From an optimization exercise on the open Yosys and OpenROAD flow, aimed at small area; shortcuts taken in it are not production practice.
Where RTL was checked, it was by simulation tests only, not by an equivalence proof against the original.
No functional check of the RTL was part of run 1.

==> flow/design.v (outline; a module is shown in full before it is edited, if it fits) <==
// module top_level: 3986 lines
// module fa: 4 lines
// module ha: 4 lines
// module pn: 3 lines
// module pr: 3 lines
// module xr: 3 lines
// module xn: 3 lines
module top_level (
    input clk, reset,
    input logic signed [10:0] sig_modulated_fixed_real,
    input logic signed [10:0] sig_modulated_fixed_imag,
    input logic signed [10:0] demod_Lo_real,
    input logic signed [10:0] demod_Lo_imag,
    output logic signed [61:0] sig_demod_30_real,
    output logic signed [61:0] sig_demod_30_imag
);
  // ...
==> flow/flow/run.sh <==
#!/bin/bash
# The standard layout with smaller port buffers: buffer_ports otherwise picks
# clkdlybuf4s50_1 for every port. Outputs get buf_1 (from a hook run before
# global placement), inputs buf_4.
set -euo pipefail
export PRE_GLOBAL_PLACE_TCL="$(pwd)/flow/hook_out.tcl"
export BUFFER_PORTS_ARGS="-inputs -buffer_cell sky130_fd_sc_hd__buf_4"
bash standard.sh > standard.log 2>&1
==> flow/flow/hook_out.tcl <==
# buffer the outputs with the smallest buffer; global_place.tcl then buffers the inputs
buffer_ports -outputs -buffer_cell sky130_fd_sc_hd__buf_1
==> flow/standard.sh <==
#!/bin/bash
# synth_recipe.tcl (not shown) runs the flow's synth.tcl, then flattens the netlist and writes it again
# the make line also repeats each setting of config.mk as NAME=value (left out here)
make -C /OpenROAD-flow-scripts/flow DESIGN_CONFIG=/design/flow/config.mk WORK_HOME=/design/flow/orfs CLKGATE_MAP_FILE= SYNTH_SCRIPT=/design/flow/synth_recipe.tcl "${@:-finish}"
==> flow/config.mk <==
export PLATFORM = sky130hd
export DESIGN_NAME = top_level
export DESIGN_NICKNAME = top_level
export VERILOG_FILES = /design/flow/design.v
export SDC_FILE = /design/flow/constraint.sdc
export NUM_CORES = 4
export LEC_CHECK = 0
export CAP_MARGIN = 20
export CORE_MARGIN = 2
export CORE_UTILIZATION = 50
export CTS_BUF_LIST = sky130_fd_sc_hd__clkbuf_8
export GPL_TIMING_DRIVEN = 0
export SETUP_SLACK_MARGIN = 0.03
export SLEW_MARGIN = 20
export SYNTH_HIERARCHICAL = 1
export SYNTH_MINIMUM_KEEP_SIZE = 0
==> flow/constraint.sdc <==
create_clock -name core_clock -period 10.0 [get_ports {clk}]
set_input_delay 2.0000 -clock core_clock [delete_from_list [all_inputs] [get_ports {clk}]]
set_output_delay 2.0000 -clock core_clock [all_outputs]
set_load 0.01 [all_outputs]
==> out/results.ini, run 1 <==
[die]
die_y_um=221
die_area_um2=48600

[layout]
largest_class=multi-input combinational cells
inv_count=134
multi_input_area_share_pct=72.7
instances_no_fill=3401

[logic_synthesis]
async_reset_ff_share_pct=0
yosysWarnings=7
synth_top_family_by_area=adder cells
synth_area_leader_cell=fa_1
synth_most_common_cell=nand2_1

[clock_tree]
cts.sinks=167
numCtsBuffers=17
postCtsSetupBuffers=0

[status]
status=finished clean

[placement]
dpl.hpwl_um=55800

[timing]
rsz0062_at_grt=yes

[worst_hold_path]
min_to=out_im[5]
whs_path_depth=2

[grt]
grt_overflow=0
antenna_found_initial=0

[drt]
drcViolationCount=0

[worst_setup_path]
r2r_slack_ps=530
rr_endpoint=acc_re[28]

[job]
cap_violations=0

==> run 2, diff against run 1 <==
--- a/flow/design.v
+++ b/flow/design.v
@@ -19,19 +19,20 @@
            && (demod_Lo_real == 11'h400) && (demod_Lo_imag == 11'h400);
 wire [10:0] n_sig_modulated_fixed_real = ~sig_modulated_fixed_real;
 wire [10:0] n_sig_modulated_fixed_imag = ~sig_modulated_fixed_imag;
 wire [10:0] n_demod_Lo_real = ~demod_Lo_real;
 wire [10:0] n_demod_Lo_imag = ~demod_Lo_imag;
 wire [22:0] p_re, p_im;
 logic [28:0] acc_re, acc_im, out_re, out_im;
 logic [22:0] nxt_re, nxt_im;
-wire [28:0] base_re = last ? {{5{nxt_re[22]}}, nxt_re, 1'b0} : acc_re;
-wire [28:0] base_im = last ? {{5{nxt_im[22]}}, nxt_im, 1'b0} : acc_im;
-wire [28:0] acc_next_re, acc_next_im;
+logic fresh;
+wire [28:0] base_re = last ? {{5{nxt_re[22]}}, nxt_re, 1'b0} : fresh ? 29'd0 : acc_re;
+wire [28:0] base_im = last ? {{5{nxt_im[22]}}, nxt_im, 1'b0} : fresh ? 29'd0 : acc_im;
+wire [28:0] acc_next_re, acc_next_im, acc_nextn_re, acc_nextn_im;
 wire pp1;
 wire pp2;
 wire pp3;
 wire pp4;
 wire pp5;
 wire pp6;
 wire pp7;
 wire pp8;
@@ -3956,26 +3957,25 @@
 xr u_acc_next_im_22 (.a(Ip2081), .b(IG2209), .y(acc_next_im[22]));
 xr u_acc_next_im_23 (.a(Ip2083), .b(IG2211), .y(acc_next_im[23]));
 xr u_acc_next_im_24 (.a(Ip2085), .b(IG2213), .y(acc_next_im[24]));
 xr u_acc_next_im_25 (.a(Ip2087), .b(IG2215), .y(acc_next_im[25]));
 xr u_acc_next_im_26 (.a(Ip2089), .b(IG2217), .y(acc_next_im[26]));
 xr u_acc_next_im_27 (.a(Ip2091), .b(IG2219), .y(acc_next_im[27]));
 xr u_acc_next_im_28 (.a(Ip2093), .b(IG2221), .y(acc_next_im[28]));
 always_ff @(posedge clk) begin
+    fresh <= reset;
+    acc_re <= acc_next_re;
+    acc_im <= acc_next_im;
     if (reset) begin
         cnt <= 5'd0;
-        acc_re <= '0;
-        acc_im <= '0;
         out_re <= '0;
         out_im <= '0;
     end else begin
         cnt <= last ? 5'd0 : cnt + 5'd1;
-        acc_re <= acc_next_re;
-        acc_im <= acc_next_im;
         if (last) begin
             out_re <= acc_re;
             out_im <= acc_im;
         end
     end
 end
 always_ff @(posedge clk) begin
     nxt_re <= p_re;
==> flow/config.mk (replaced) <==
export PLATFORM = sky130hd
export DESIGN_NAME = top_level
export DESIGN_NICKNAME = top_level
export VERILOG_FILES = /design/flow/design.v
export SDC_FILE = /design/flow/constraint.sdc
export NUM_CORES = 4
export LEC_CHECK = 0
export CAP_MARGIN = 20
export CORE_MARGIN = 2
export CORE_UTILIZATION = 60
export CTS_BUF_LIST = sky130_fd_sc_hd__clkbuf_8
export GPL_TIMING_DRIVEN = 1
export SETUP_SLACK_MARGIN = 0.1
export SLEW_MARGIN = 20
export SYNTH_HIERARCHICAL = 1
export SYNTH_MINIMUM_KEEP_SIZE = 0
==> run 2 against run 1 <==
Net effect: first-iteration DRC count is 5.2% lower; largest cell class unchanged; non-clock buffer count is 232 lower; worst setup slack better by 290 ps; cell area is 6.2% lower; die area is 17% lower; highest routed layer unchanged; final cell count is 11% lower; critical path depth is 1 lower; area after synthesis is 1.1% lower.
==> out/results.ini, run 2 <==
[status]
status=finished clean

[layout]
instances_no_fill=3012  ; -11%
syn_to_final_growth_pct=5.47
final_common_cell=nand2_1
fin_nets=3161
drive_above_1_share_pct=6.66
layout_common_cells=nand2_1 (675), fa_1 (491), nor2_1 (192)

[drt]
post_drt_via_cell_ratio=5.95
vias=17908
wl_met1_um=27600
drtPass1Iterations=6
top_layer=met4
drt-initial-drc-count=1651
drcViolationCount=0  ; unchanged
routedWlPerCell_um=21.7
dr_wl_met3_um=5990
postRouteAntennaNets=0
postRouteWirelength_um=65400
wl_met2_um=29700

[logic_synthesis]
ys_seq_area_share_pct=14.5
syn_avg_cell_area_um2=9.38
synth_nets=3155
syn_inst=2474
yosysWarnings=7  ; unchanged
synth_top_flop_cell=dfxtp_1
synth_edf_count=0
ys_ff_latch=168
async_reset_ff_share_pct=0  ; unchanged
yosysUniqueCellTypes=53
synth_area_leaders=fa_1 (42%), dfxtp_1 (14%), nand2_1 (11%)
synth_area_leader_cell=fa_1
synth_most_common_cell=nand2_1
synth_common_cells=nand2_1 (675), fa_1 (491), nor2_1 (192), dfxtp_1 (168), ha_1 (144)
synth.top_cell.area_share_pct=42.4
synth_area_um2=23200

[worst_hold_path]
min_path_type=register to register

[worst_setup_path]
crit_arrival_ps=9850
critPathMaxFanout=13
crit_path_frequent_cell=fa_1
max_stage_delay_ps=540
crit_path_end_kind=register
crit_slowest_cell=fa_1
crit_required_ps=10400
critPathKind=primary input to register
r2r_slack_ps=830  ; +300 ps
critPathLaunchType=primary input

[placement]
gp_congestion=0.937
portBuffers=169
dpl.hpwl_um=51800  ; -7.2%
dp_cells=2978

[grt]
track_usage_pct=34.5
grt_overflow=0  ; unchanged
antenna_found_initial=2  ; +2
grt_pass1_wl_um=108000
grt_pass1_vias=19611
grt_max_degree=74

[timing]
finClkSkew_ps=22.3
period_share_pct=94.5
max_freq_mhz=106
slew_viol_final=0
post-route-min-period_ps=9450
finalHoldViolations=0
fin_setup_tns_ps=0
final-setup-viol-count=0
worst_pin_slew_ps=1000
rsz0062_at_grt=yes
relSlewSlack_pct=33.2

[clock_tree]
cts_hold_buf=0
cts-root-buf=clkbuf_8
cts_tree=done
numCtsBuffers=17  ; unchanged
cts_max_level=4
clk_pin_slew_worst_paths_ps=110
clockBufferDepth=2
clk-insertion-delay-late_ps=500
cts.sinks=168  ; +0.60%

[die]
core_area_um2=38400
io_pins=170
die_area_um2=40300  ; -17%
row_count=72
die_y_um=201  ; -9.0%
start_util_pct=60.4
dieWidth_um=201

[job]
cap_violations=0  ; unchanged

[run 2: area by class of cell]
type | instances | area (um^2)
repair buffers | 115 | 876
multi-input cells | 2051 | 18600
clock buffers | 17 | 234
inverters | 127 | 484
flip-flops and latches | 168 | 3370
diodes | 1 | 2.50
clock inverters | 15 | 220
well taps | 518 | 648
fillers | 3319 | 13900
[run 2: what timing repair did]
action,in CTS,in global routing
setup endpoints to repair,0,4
hold endpoints to repair,0,0
buffers inserted,0,1
resized for setup,0,4
[run 2: Yosys stat by module, one instance, submodules excluded]
module / times used / flip-flops and latches / cells inside / cell area (um^2)
fa: 491 / 0 / 1 / 20.0
ha: 124 / 0 / 1 / 12.5
pn: 323 / 0 / 1 / 3.75
pr: 161 / 0 / 1 / 3.75
top_level: 1 / 168 / 1275 / 9130
xn: 44 / 0 / 1 / 8.76
xr: 56 / 0 / 1 / 8.76
[run 2: per-layer routing]
layer  track usage [%]  vias up
li1                  -     7813
met1              49.0     9077
met2              53.8      868
met3              6.83      150
met4              11.3        0
met5                 0        -
[run 2: worst paths after layout]
check	end	cells past startpoint	from
setup / recovery	acc_im[28]	29	sig_modulated_fixed_real[4]
hold / removal	out_re[28]	2	acc_re[28]
setup reg to reg	acc_im[28]	29	cnt[3]
hold reg to reg	out_re[28]	2	acc_re[28]
[run 2: cell families after synthesis]
family,after synthesis,share of synthesized area (%)
AOI/OAI and AO/OA,234,6.45
xor gates and xnor gates,102,3.85
adders and majority gates,635,50.1
buffers and inverters,255,5.30
DFF,168,14.5
and+or+nand+nor,1080,19.8
[run 2: stage by stage]
step	utilization, %	cell area [um^2]	worst slack [ps]	hold slack [ps]
after floorplan	-	23200	813	427
after global placement	62.5	24000	212	442
after detailed placement	62.5	24000	38.9	445
after CTS	63.7	24400	579	464
after global routing	63.7	24500	84.5	487
final	63.8	24500	546	463
[run 2: critical path: cells and delay by family]
family,cells,cell delay [ps]
adders and majority gates,10,4360
AOI/OAI and AO/OA,9,1680
and+or+nand+nor,6,800
xor gates and xnor gates,2,510
buffers and inverters,2,490
==> run 3, diff against run 2 <==
--- a/flow/config.mk
+++ b/flow/config.mk
@@ -7,7 +7,7 @@
 export LEC_CHECK = 0
 export CAP_MARGIN = 20
 export CORE_MARGIN = 2
-export CORE_UTILIZATION = 60
+export CORE_UTILIZATION = 45
 export CTS_BUF_LIST = sky130_fd_sc_hd__clkbuf_8
 export GPL_TIMING_DRIVEN = 1
 export SETUP_SLACK_MARGIN = 0.1
==> run 3 against run 2 <==
Net effect: critical path type unchanged; first-iteration DRC count is 6.3% lower; sequential cell count unchanged; via count down 0.16%; synthesized cell count unchanged; register-to-register slack gained 190 ps.
==> out/results.ini, run 3 <==
[grt]
grt_overflow=0  ; unchanged
track_usage_pct=26.5  ; -8.0 points
grt_max_degree=65  ; -12%
grt_pass1_wl_um=109000  ; +0.98%
grt_pass1_vias=19436  ; -0.89%
antenna_found_initial=1  ; -1

[die]
core_area_um2=51100  ; +33%
row_count=83  ; +15%
start_util_pct=45.4  ; -15 points
die_area_um2=53400  ; +33%
die_y_um=231  ; +15%
io_pins=170  ; unchanged
dieWidth_um=231  ; +15%

[logic_synthesis]
syn_inst=2474  ; unchanged
ys_seq_area_share_pct=14.5  ; unchanged
synth_area_leaders=fa_1 (42%), dfxtp_1 (14%), nand2_1 (11%)
syn_avg_cell_area_um2=9.38  ; unchanged
synth_common_cells=nand2_1 (675), fa_1 (491), nor2_1 (192), dfxtp_1 (168), ha_1 (144)
synth_edf_count=0  ; unchanged
yosysWarnings=7  ; unchanged
synth_area_leader_cell=fa_1
synth_nets=3155  ; unchanged
async_reset_ff_share_pct=0  ; unchanged
synth.top_cell.area_share_pct=42.4  ; unchanged
synth_top_flop_cell=dfxtp_1
ys_ff_latch=168  ; unchanged
synth_most_common_cell=nand2_1
synth_area_um2=23200  ; unchanged
yosysUniqueCellTypes=53  ; unchanged

[timing]
worst_pin_slew_ps=966  ; -35.9 ps
finClkSkew_ps=21.4  ; -0.846 ps
final-setup-viol-count=0  ; unchanged
slew_viol_final=0  ; unchanged
rsz0062_at_grt=yes
finalHoldViolations=0  ; unchanged
period_share_pct=95.5  ; +0.93 points
max_freq_mhz=105  ; -0.97%
relSlewSlack_pct=35.6  ; +2.4 points
fin_setup_tns_ps=0  ; unchanged
post-route-min-period_ps=9550  ; +92.7 ps

[worst_setup_path]
path_delay_family=adder cells
worst-path-stages=28  ; -3.4%
worstReg2RegStart=cnt[2]
max_stage_delay_ps=590  ; +50 ps
crit_slowest_cell=fa_1
crit_arrival_ps=9990  ; +140 ps
critPathMaxFanout=13  ; unchanged
path_buf_inv=3  ; +1
critPathLaunchType=primary input
r2r_slack_ps=1020  ; +190 ps
rr_endpoint=acc_re[28]
r2r_cells=31  ; +6.9%
critPathKind=primary input to register
crit_path_frequent_cell=fa_1
crit_path_end_kind=register
crit_required_ps=10440  ; +40 ps

[layout]
layout_common_cells=nand2_1 (675), fa_1 (491), nor2_1 (192)
drive_above_1_share_pct=6.55  ; -0.11 points
fin_nets=3158  ; -0.095%
fin_util_pct=48.3  ; -15 points
final_common_cell=nand2_1
syn_to_final_growth_pct=6.36
instances_no_fill=3172  ; +5.3%

[clock_tree]
cts_hold_buf=0  ; unchanged
cts_max_level=4  ; unchanged
cts_tree=done
cts.sinks=168  ; unchanged
cts-root-buf=clkbuf_8
clk_pin_slew_worst_paths_ps=100  ; about the same
numCtsBuffers=17  ; unchanged
clk-insertion-delay-late_ps=510  ; about the same
clockBufferDepth=2  ; unchanged

[job]
cap_violations=0  ; unchanged

[worst_hold_path]
whs_path_depth=2  ; unchanged
worstHoldStart=acc_im[19]
min_path_type=register to register
min_to=out_im[19]

[placement]
portBuffers=169  ; unchanged
gp_congestion=0.891  ; -4.9%
dpl.hpwl_um=52900  ; +2.2%
dp_cells=3132  ; +5.2%

[drt]
routedWlPerCell_um=21.4  ; -1.3%
postRouteWirelength_um=68000  ; +3.9%
drtPass1Iterations=6  ; unchanged
drt-initial-drc-count=1547  ; -6.3%
vias=17880  ; -0.16%
postRouteAntennaNets=0  ; unchanged
post_drt_via_cell_ratio=5.64  ; -5.2%
drcViolationCount=0  ; unchanged

[status]
status=finished clean

[run 3: logic make-up after synthesis]
| family | share of synthesized area [%] |
|---|---|
| AO/OA/AOI/OAI | 6.45 |
| XOR/XNOR | 3.85 |
| adder cells (fa/ha/maj) | 50.1 |
| buffers and inverters | 5.30 |
| flip-flops | 14.5 |
| AND/OR/NAND/NOR | 19.8 |
[run 3: area by class of cell]
type	instances	area (um^2)
Clock inverter	13	144
Clock buffer	19	262
Multi-Input combinational cell	2051	18600
Sequential cell	168	3370
Fill cell	4913	26400
Timing Repair Buffer	112	916
Antenna cell	2	5.00
Inverter	127	495
Tap cell	680	851
[run 3: modules after synthesis (local to each module, per instance), excerpt]
module	flip-flops and latches	cells inside
fa	0	1
ha	0	1
xn	0	1
xr	0	1
pr	0	1
pn	0	1
[run 3: how the worst max path moves through the flow]
| stage | startpoint | slack (ps) | to |
|---|---|---|---|
| 2_1_floorplan | demod_Lo_real[10] | 810 | acc_re[27] |
| 3_3_place_gp | demod_Lo_imag[6] | 50 | acc_re[27] |
| 3_5_place_dp | sig_modulated_fixed_real[8] | 30 | acc_im[26] |
| 4_1_cts | sig_modulated_fixed_imag[0] | 520 | acc_im[26] |
| 5_1_grt | sig_modulated_fixed_imag[0] | 90 | acc_im[26] |
| 6_report | sig_modulated_fixed_imag[1] | 450 | acc_re[28] |
[run 3: tightest hold or removal path, stage by stage, from the launching register on]
cell	delay (ps)
dfxtp_1	320
nand2_1	50
a21oi_1	50
[run 3: what timing repair did]
action	in CTS	in global routing
gates resized for setup	0	6
setup buffers	0	6
setup endpoints to repair	0	3
[run 3: through the flow]
step	hold slack [ps]	setup slack [ps]	area (um^2)
after floorplan	427	813	23200
after global placement	445	50.3	24200
after detailed placement	451	34.8	24200
after CTS	464	517	24600
after global routing	492	95.0	24700
final	458	453	24700
[run 3: per-layer routing]
layer  GRT usage [%]  vias to the layer above  wire [um]
met1            37.2                     9091      29000
met2            42.0                      842      31300
li1                -                     7813          -
met5               0                        -          0
met3            5.18                      134       5930
met4            7.64                        0       1760
==> run 4, diff against run 3 <==
--- a/flow/config.mk
+++ b/flow/config.mk
@@ -7,7 +7,7 @@
 export LEC_CHECK = 0
 export CAP_MARGIN = 20
 export CORE_MARGIN = 2
-export CORE_UTILIZATION = 45
+export CORE_UTILIZATION = 50
 export CTS_BUF_LIST = sky130_fd_sc_hd__clkbuf_8
 export GPL_TIMING_DRIVEN = 1
 export SETUP_SLACK_MARGIN = 0.1
==> run 4 against run 3 <==
Net effect: utilization increased by 5.3 points; first-iteration DRC count decreased by 7.7%; still clean; largest cell class unchanged; die area decreased by 9.8%; maximum frequency increased by 1.6%; area after synthesis unchanged; highest routed layer unchanged.
==> out/results.ini, run 4 <==
[layout]
ff_latch_area_um2=3370  ; unchanged
fin_nets=3149  ; -0.28%
layout_common_cells=nand2_1 (675), fa_1 (491), nor2_1 (192)
fill_cells=4164  ; -15%
drive_above_1_share_pct=6.05  ; -0.50 points
antenna_cells=0  ; -2
multi_input_area_um2=18600  ; about the same
syn_to_final_growth_pct=5.28
final_common_cell=nand2_1
finalInstanceArea_um2=24400  ; -1.0%

[placement]
dpl.hpwl_um=51000  ; -3.6%
postPlaceCellArea_um2=24000  ; -0.81%
portBuffers=169  ; unchanged
gp_congestion=0.910  ; +2.1%

[clock_tree]
cts_max_level=4  ; unchanged
numCtsBuffers=17  ; unchanged
cts_tree=done
cts.sinks=168  ; unchanged
clk-insertion-delay-late_ps=500  ; about the same
cts-root-buf=clkbuf_8
clockBufferDepth=2  ; unchanged
cts_hold_buf=0  ; unchanged
clk_pin_slew_worst_paths_ps=90  ; about the same

[die]
start_util_pct=50.9  ; +5.5 points
die_area_um2=48100  ; -9.8%
row_count=78  ; -6.0%
die_y_um=219  ; -5.0%
core_area_um2=45600  ; -11%
io_pins=170  ; unchanged
dieWidth_um=219  ; -5.0%

[grt]
grt_overflow=0  ; unchanged
grt_max_degree=65  ; unchanged
grt_pass1_vias=19299  ; -0.70%
grt_pass1_wl_um=108000  ; -1.0%
track_usage_pct=29.3  ; +2.7 points
antenna_found_initial=0  ; -1

[logic_synthesis]
yosysUniqueCellTypes=53  ; unchanged
synth_area_um2=23200  ; unchanged
syn_avg_cell_area_um2=9.38  ; unchanged
ys_seq_area_share_pct=14.5  ; unchanged
synth_area_leaders=fa_1 (42%), dfxtp_1 (14%), nand2_1 (11%)
async_reset_ff_share_pct=0  ; unchanged
synth_common_cells=nand2_1 (675), fa_1 (491), nor2_1 (192), dfxtp_1 (168), ha_1 (144)
yosysWarnings=7  ; unchanged
synth.top_cell.area_share_pct=42.4  ; unchanged
syn_inst=2474  ; unchanged
synth_most_common_cell=nand2_1
synth_edf_count=0  ; unchanged
synth_area_leader_cell=fa_1
synth_top_flop_cell=dfxtp_1
synth_nets=3155  ; unchanged
ys_ff_latch=168  ; unchanged

[drt]
vias=17583  ; -1.7%
post_drt_via_cell_ratio=5.71  ; +1.2%
postRouteWirelength_um=65900  ; -3.2%
drcViolationCount=0  ; unchanged
drt-initial-drc-count=1428  ; -7.7%
drtPass1Iterations=5  ; -1
routedWlPerCell_um=21.4  ; -0.30%
postRouteAntennaNets=0  ; unchanged

[worst_setup_path]
crit_path_frequent_cell=fa_1
crit_required_ps=10380  ; -60 ps
path_delay_family=adder cells
path_buf_inv=2  ; -1
crit_path_end_kind=register
critPathKind=primary input to register
crit_arrival_ps=9780  ; -210 ps
max_stage_delay_ps=550  ; -40 ps
crit_slowest_cell=fa_1
critPathLaunchType=primary input
critPathMaxFanout=11  ; -2

[timing]
finClkSkew_ps=19.4  ; -2.07 ps
post-route-min-period_ps=9400  ; -149 ps
period_share_pct=94.0  ; -1.5 points
final-setup-viol-count=0  ; unchanged
max_freq_mhz=106  ; +1.6%
rsz0062_at_grt=no
slew_viol_final=0  ; unchanged
fin_setup_tns_ps=0  ; unchanged
worst_pin_slew_ps=967  ; +0.445 ps
hold_ws_ps=465  ; +7.39 ps
relSlewSlack_pct=35.6  ; about the same
finalHoldViolations=0  ; unchanged

[job]
cap_violations=0  ; unchanged

[worst_hold_path]
min_path_type=register to register

[status]
status=finished clean

-- run 4: cell counts after synthesis --
No cell type changed its count.
-- run 4: area by class of cell --
class	instances	share of cell area, %
multi-input combinational	2051	76.3
clock inverter	11	0.502
inverter	127	1.97
clock buffer	21	1.18
tap	600	3.07
timing repair buffer	103	3.22
sequential	168	13.8
-- run 4: cell families after synthesis --
kind of cell | Yosys count | share of synthesized area [%]
simple gates | 1080 | 19.8
fa+ha+maj | 635 | 50.1
buf+inv | 255 | 5.30
compound gates | 234 | 6.45
flops | 168 | 14.5
xor+xnor | 102 | 3.85
-- run 4: per-stage QoR --
step                      worst slack (ps)  std cells  utilization (%)
after global placement                 233       3046             52.6
after detailed placement               164       3046             52.6
final                                  602       3081             53.6
after floorplan                        813       2474                -
after global routing                   120       3081             53.6
after CTS                              660       3078             53.5
-- run 4: tightest hold or removal path, cell delays in order (launching register included) --
cell	delay (ps)
dfxtp_1	320
nand2_1	50
a21oi_1	50
-- run 4: timing repair --
item	in CTS	in global routing
resized for setup	0	2
buffers inserted	0	3
setup endpoints to repair	0	2
endpoints found under the hold margin	0	0
-- run 4: path summary, 6_finish.rpt --
check | from | endpoint | slack (ps) | cells after the start
setup reg to reg | cnt[3] | acc_im[28] | 1020 | 28
hold reg to reg | acc_re[26] | out_re[26] | 470 | 2
setup / recovery | sig_modulated_fixed_imag[6] | acc_re[23] | 600 | 28
hold / removal | acc_re[26] | out_re[26] | 470 | 2
-- run 4: per-module statistics from Yosys (local to each module, per instance) --
module,area [um^2],copies in the design,cells inside
xr,8.76,56,1
ha,12.5,124,1
fa,20.0,491,1
pn,3.75,323,1
top_level,9130,1,1275
xn,8.76,44,1
pr,3.75,161,1
-- run 4: metal layers --
| metal | up-vias | track usage (%) | part of all wire (%) |
|---|---|---|---|
| met5 | - | 0 | 0 |
| met2 | 776 | 45.3 | 45 |
| met3 | 93 | 6.36 | 8.8 |
| li1 | 7787 | - | - |
| met1 | 8927 | 42.6 | 44 |
| met4 | 0 | 5.50 | 1.6 |
==> run 5, diff against run 4 <==
==> flow/flow/run.sh (replaced) <==
#!/bin/bash
# The standard layout with smaller port buffers: buffer_ports otherwise picks
# clkdlybuf4s50_1 for every port. Outputs get buf_1 (from a hook run before
# global placement), inputs buf_2.
set -euo pipefail
export PRE_GLOBAL_PLACE_TCL="$(pwd)/flow/hook_out.tcl"
export BUFFER_PORTS_ARGS="-inputs -buffer_cell sky130_fd_sc_hd__buf_2"
bash standard.sh > standard.log 2>&1
==> run 5 against run 4 <==
Net effect: hold slack worse by 2.8 ps; register-to-register slack worse by 190 ps; clock skew down 4.5 ps; synthesized cell count unchanged; final cell count up 1.5%; global-route usage up 0.26 points.
==> out/results.ini, run 5 <==
[status]
status=finished clean

[logic_synthesis]
muxShareOfSynthArea_pct=0  ; unchanged
synth_nets=3155  ; unchanged
async_reset_ff_share_pct=0  ; unchanged
synth_area_leaders=fa_1 (42%), dfxtp_1 (14%), nand2_1 (11%)
synth_xor_xnor_area_share_pct=3.85  ; unchanged
syn_inst=2474  ; unchanged
synth_area_leader_cell=fa_1
yosysWarnings=7  ; unchanged
synthSimpleGateAreaFrac_pct=19.8  ; unchanged
synth_top_family_by_area=adder cells
syn_avg_cell_area_um2=9.38  ; unchanged
yosysUniqueCellTypes=53  ; unchanged
synth.top_cell.area_share_pct=42.4  ; unchanged
ys_ff_latch=168  ; unchanged
synth_area_um2=23200  ; unchanged
synth-compound-area-share_pct=6.45  ; unchanged
ys_seq_area_share_pct=14.5  ; unchanged
synth_edf_count=0  ; unchanged
synth_common_cells=nand2_1 (675), fa_1 (491), nor2_1 (192), dfxtp_1 (168), ha_1 (144)
synth_top_flop_cell=dfxtp_1
synth_most_common_cell=nand2_1
synth_fa_ha_area_share_pct=50.1  ; unchanged

[grt]
grt_pass1_wl_um=108000  ; +0.64%
grt_pass1_vias=19418  ; +0.62%
grt_max_degree=65  ; unchanged
grt_overflow=0  ; unchanged
track_usage_pct=29.5  ; +0.26 points
antenna_found_initial=1  ; +1

[worst_setup_path]
crit_path_frequent_cell=fa_1
crit_path_end_kind=register
crit_required_ps=10390  ; about the same
max_stage_delay_ps=540  ; about the same
critPathLaunchType=primary input
worstReg2RegStart=cnt[2]
crit_start=sig_modulated_fixed_real[4]
crit_slowest_cell=fa_1
critPathKind=primary input to register
crit_arrival_ps=9850  ; +70 ps
critPathMaxFanout=17  ; +6

[placement]
dp_cells=3077  ; +1.0%
gp_congestion=0.936  ; +2.9%
place_ws_ps=-12.6  ; -176 ps
portBuffers=169  ; unchanged
dpl.hpwl_um=53200  ; +4.4%
postPlaceCellArea_um2=24100  ; +0.50%

[clock_tree]
cts-root-buf=clkbuf_8
cts_hold_buf=0  ; unchanged
cts.sinks=168  ; unchanged
clockBufferDepth=2  ; unchanged
clk_pin_slew_worst_paths_ps=90  ; about the same
cts_max_level=4  ; unchanged
numCtsBuffers=17  ; unchanged
clk-insertion-delay-late_ps=490  ; about the same
cts_tree=done

[die]
start_util_pct=50.9  ; unchanged
row_count=78  ; unchanged
die_y_um=219  ; unchanged
die_area_um2=48100  ; unchanged
dieWidth_um=219  ; unchanged
io_pins=170  ; unchanged
core_area_um2=45600  ; unchanged

[timing]
period_share_pct=94.6  ; +0.63 points
worst_pin_slew_ps=966  ; -0.672 ps
slew_viol_final=0  ; unchanged
finalHoldViolations=0  ; unchanged
finClkSkew_ps=14.8  ; -4.53 ps
post-route-min-period_ps=9460  ; +62.6 ps
hold_ws_ps=463  ; -2.78 ps
max_freq_mhz=106  ; -0.66%
setup_ws_ps=539  ; -62.6 ps
rsz0062_at_grt=no
final-setup-viol-count=0  ; unchanged
relSlewSlack_pct=35.6  ; +0.045 points

[layout]
final_common_cell=nand2_1
drive_above_1_share_pct=7.91  ; +1.9 points
layout_common_cells=nand2_1 (675), fa_1 (491), nor2_1 (192)
syn_to_final_growth_pct=6.35
instances_no_fill=3128  ; +1.5%
fin_nets=3196  ; +1.5%
finalInstanceArea_um2=24700  ; +1.0%

[drt]
post_drt_via_cell_ratio=5.75  ; +0.69%
drtPass1Iterations=6  ; +1
drt-initial-drc-count=1651  ; +16%
vias=17975  ; +2.2%
postRouteWirelength_um=66900  ; +1.5%
wl_met2_um=29600  ; -0.76%
postRouteAntennaNets=0  ; unchanged
top_layer=met4
wl_met1_um=29500  ; +0.97%
routedWlPerCell_um=21.4  ; about the same
drcViolationCount=0  ; unchanged
dr_wl_met3_um=5760  ; -0.83%

[worst_hold_path]
min_path_type=register to register
worstHoldStart=acc_re[25]

[job]
cap_violations=0  ; unchanged

## run 5: cell types whose count changed in the layout (fill, tap and decap cells not counted), sizes merged
cell,change
inv,-3
buf,+45
diode,+1
clkinv,-1
clkbuf,+1
clkinvlp,+5
bufinv,-1
## run 5: modules after synthesis (local to each module, per instance)
| module | copies in the design | cells | flops+latches | area, um^2 |
|---|---|---|---|---|
| ha | 124 | 1 | 0 | 12.5 |
| xr | 56 | 1 | 0 | 8.76 |
| pr | 161 | 1 | 0 | 3.75 |
| xn | 44 | 1 | 0 | 8.76 |
| top_level | 1 | 1275 | 168 | 9130 |
| fa | 491 | 1 | 0 | 20.0 |
| pn | 323 | 1 | 0 | 3.75 |
## run 5: worst paths after layout
path / to / slack, ps / depth (start not counted)
worst max-delay path: acc_im[28] / 540 / 30
worst min register to register: out_re[25] / 460 / 2
worst min-delay path: out_re[25] / 460 / 2
worst max register to register: acc_re[27] / 830 / 30
## run 5: repair_timing
item                       in CTS  in global routing
buffers inserted                0                 19
setup endpoints to repair       0                  2
gates resized for setup         0                  9
## run 5: critical path, delay by kind of cell
kind / cells / cell delay [ps]
and+or+nand+nor: 6 / 700
buffers and inverters: 3 / 800
xor gates and xnor gates: 2 / 520
AOI/OAI and AO/OA: 9 / 1570
adders and majority gates: 10 / 4240
## run 5: stage by stage
stage / TNS, ps / util [%]
floorplan: 0 / -
global placement: 0 / 52.9
detailed placement: -14.1 / 52.9
CTS: 0 / 53.7
global route: 0 / 54.1
finish: 0 / 54.1
## run 5: cell families after synthesis
logic type	after synthesis
AND/OR/NAND/NOR	1080
flip-flops	168
adder cells (fa/ha/maj)	635
XOR/XNOR	102
AO/OA/AOI/OAI	234
buffers and inverters	255
## run 5: cell type report
cell class,count,area [um^2]
clock inverter,11,100
timing repair buffer,150,1050
fill,4221,20900
antenna,1,2.50
multi-input combinational,2051,18600
clock buffer,20,275
inverter,127,499
sequential,168,3370
tap,600,751
## run 5: per-layer routing
layer	track usage (%)	up-vias
met5	0	-
met4	9.17	0
met3	6.75	131
met2	44.7	842
met1	42.2	9111
li1	-	7891

## port drivers added, routing unchanged
No port has a modelled driver above. Below, the same layouts with a new extraction and two added sets of constraints.
Step 1 assumes that a clkbuf_16 drives the clock port and a buf_2 every other input.
Step 2 adds t to the input delays and takes it off the output delays; t is the mean of the earliest and latest rising clock arrival at the registers after step 1. Input paths then give back, and output paths get back, about the clock's delay inside the block.
Slacks: ideal / step 1 / step 2; pairs: ideal / step 1.
run | t, ns | setup WS [ns] | worst slew at a driven data input, ns
run 1 | 0.551 | 0.258 / 0.268 / -0.283 | 0.12
run 2 | 0.540 | 0.546 / 0.564 / 0.023 | 0.06
run 3 | 0.546 | 0.453 / 0.481 / -0.066 | 0.06
run 4 | 0.529 | 0.602 / 0.617 / 0.088 | 0.06
run 5 | 0.526 | 0.539 / 0.556 / 0.030 | 0.08
Met with ideal ports but missed after step 2: setup timing in run 1 and run 3. For run 1, which loses most, drivers alone change the setup slack by +0.010 ns; drivers and shift together by -0.541 ns.
